This is an optimization exercise on Yosys and OpenROAD, whose aim is small area, a short achievable clock period and few clock cycles, not a production implementation. Function was checked by simulation only, so behaviour that the tests miss may differ from the original.

// cordicMagPh
module cordicMagPh
   #(parameter integer N        = 13,  
     parameter integer XY_WIDTH = 18)  
    (input  wire                           clk,
     input  wire                           reset,    
     input  wire                           st,       
     input  wire signed [XY_WIDTH - 1 : 0] xin,      
     input  wire signed [XY_WIDTH - 1 : 0] yin,      
     output reg                            rdy,      
     output wire        [XY_WIDTH - 1 : 0] mag,      
     output wire signed [XY_WIDTH + 1 : 0] ph);
clock: 8.0 ns
lec_check: 0
abc_area: 1
cap_margin: 20
core_margin: 2
core_utilization: 55
cts_buf_list: sky130_fd_sc_hd__clkbuf_4 sky130_fd_sc_hd__clkbuf_8
setup_slack_margin: 3.85
slew_margin: 20
standard.sh (not shown) runs the stock make flow with config.mk's settings and CLKGATE_MAP_FILE= SYNTH_SCRIPT=/design/flow/synth_recipe.tcl, a recipe that flattens the netlist after the stock synthesis.
==> flow/flow/run.sh <==
#!/bin/bash
# The standard layout with two changes:
#  * synthesis extracts no adder cells (ADDER_MAP_FILE empty), so ABC maps the
#    adders and carry-save trees from plain gates; registers are mapped exactly
#    as in the standard synthesis
#  * the port buffers are sky130_fd_sc_hd__buf_1 (the placer's repair still
#    resizes them where timing needs it); every port keeps its buffer
set -euo pipefail
bash standard.sh ADDER_MAP_FILE= synth > synth.log 2>&1
bash standard.sh "BUFFER_PORTS_ARGS=-buffer_cell sky130_fd_sc_hd__buf_1" > layout.log 2>&1
The baseline passed the timing, DRC and antenna checks.
Testbench counts at the start, summed over its fixed seeds: cycles 192,000.
Change:
==> flow/run.sh (new file) <==
#!/bin/bash
# synth_recipe.tcl (not shown) runs the flow's synth.tcl, then flattens the netlist and writes it again
# the make line also repeats each setting of config.mk as NAME=value (left out here)
make -C /OpenROAD-flow-scripts/flow DESIGN_CONFIG=/design/flow/config.mk WORK_HOME=/design/flow/orfs CLKGATE_MAP_FILE= SYNTH_SCRIPT=/design/flow/synth_recipe.tcl finish
CORE_UTILIZATION = 40   (was 55)
CTS_BUF_LIST = unset   (was sky130_fd_sc_hd__clkbuf_4 sky130_fd_sc_hd__clkbuf_8)
SETUP_SLACK_MARGIN = 3.0   (was 3.85)
removed: flow/flow/run.sh
removed: flow/standard.sh
=> The changed run produced a clean layout. Setup slack is worse by 0.95 ns. Synthesized cell count fell by 32%. Routed wire length shrinks by 11%. Non-clock buffer count rises by 89.
Change:
==> flow/flow/run.sh (new file) <==
#!/bin/bash
# The standard layout, with one change to synthesis: no adder cells are
# extracted (ADDER_MAP_FILE empty), so ABC maps the adders and carry-save
# trees from plain gates. Registers are mapped as in the standard synthesis.
set -euo pipefail
bash standard.sh ADDER_MAP_FILE= synth > synth.log 2>&1
bash standard.sh > layout.log 2>&1
==> flow/standard.sh (new file) <==
#!/bin/bash
# synth_recipe.tcl (not shown) runs the flow's synth.tcl, then flattens the netlist and writes it again
# the make line also repeats each setting of config.mk as NAME=value (left out here)
make -C /OpenROAD-flow-scripts/flow DESIGN_CONFIG=/design/flow/config.mk WORK_HOME=/design/flow/orfs CLKGATE_MAP_FILE= SYNTH_SCRIPT=/design/flow/synth_recipe.tcl "${@:-finish}"
removed: flow/run.sh
Setup slack improved by 0.28 ns.
Cell area shrinks by 6.2%.
Sequential cell count does not change.
Routed wire length grows by 14%.
Utilization shrinks by 5.5 points.
Sequential share of layout area grows by 0.48 points.
Non-clock buffer count shrinks by 92.
Change:
==> flow/flow/run.sh (replaced) <==
#!/bin/bash
# The standard layout, with two changes to synthesis only: no adder cells are
# extracted (ADDER_MAP_FILE empty), so ABC maps the adders and carry-save
# trees from plain gates, and ABC's area script maps for area (map -a).
# Registers are mapped exactly as in the standard synthesis.
set -euo pipefail
rm -rf scripts_x
cp -r "$FLOW_HOME/scripts" scripts_x
printf 'strash\ndch\nmap -a\ntopo\nstime -c\nbuffer -c\nupsize -c\ndnsize -c\n' > scripts_x/abc_area.script
bash standard.sh SCRIPTS_DIR="$PWD/scripts_x" ADDER_MAP_FILE= synth > synth.log 2>&1
bash standard.sh > layout.log 2>&1
SETUP_SLACK_MARGIN = 3.85   (was 3.0)
Result: The new run passed the timing, DRC and antenna checks. Hold slack got worse by 0.0068 ns. Cell area went up by 10%. Setup slack got worse by 0.17 ns. Register-to-register slack got worse by 0.35 ns.
Change:
==> flow/run.sh (new file) <==
#!/bin/bash
# synth_recipe.tcl (not shown) runs the flow's synth.tcl, then flattens the netlist and writes it again
# the make line also repeats each setting of config.mk as NAME=value (left out here)
make -C /OpenROAD-flow-scripts/flow DESIGN_CONFIG=/design/flow/config.mk WORK_HOME=/design/flow/orfs CLKGATE_MAP_FILE= SYNTH_SCRIPT=/design/flow/synth_recipe.tcl finish
ABC_AREA = unset   (was 1)
SETUP_SLACK_MARGIN = 3.0   (was 3.85)
removed: flow/flow/run.sh
removed: flow/standard.sh
What happened: Wire length fell by 14%; core utilization came out lower by 6.7 points; critical path depth is unchanged; worst setup slack loses 0.21 ns.

## static timing again, ports no longer ideal
The flow's constraints put no driver on any port. The routed layouts listed below were extracted and timed again, unchanged, in two steps. Step 1: set_driving_cell puts a clkbuf_16 on clk and a buf_2 on each other input, an assumption about the parent block. Step 2 times the ports against the registers' clock, not the clock port: input delays grow and output delays shrink by t, the midpoint of the rising clock arrivals with the driver on. Three values: ideal, step 1, step 2; two values: the first two.
| run | t (ns) | setup slack, ns | worst setup path after step 2 | worst register clock-pin slew, ns |
|---|---|---|---|---|
| the first run | 0.433 | 4.070 / 4.071 / 3.638 | input to register | 0.09 / 0.09 |
| the second run | 0.400 | 3.121 / 3.112 / 2.711 | input to register | 0.07 / 0.07 |
| the third run | 0.403 | 3.401 / 3.427 / 3.023 | input to register | 0.06 / 0.06 |
| the fourth run | 0.392 | 3.233 / 3.223 / 2.832 | input to register | 0.07 / 0.07 |
| the fifth run | 0.408 | 3.019 / 3.019 / 2.746 | input to register | 0.07 / 0.07 |
After both steps setup and hold are still met in every run listed. For the first run, which loses most, drivers alone change the setup slack by +0.001 ns; drivers and shift together by -0.432 ns.
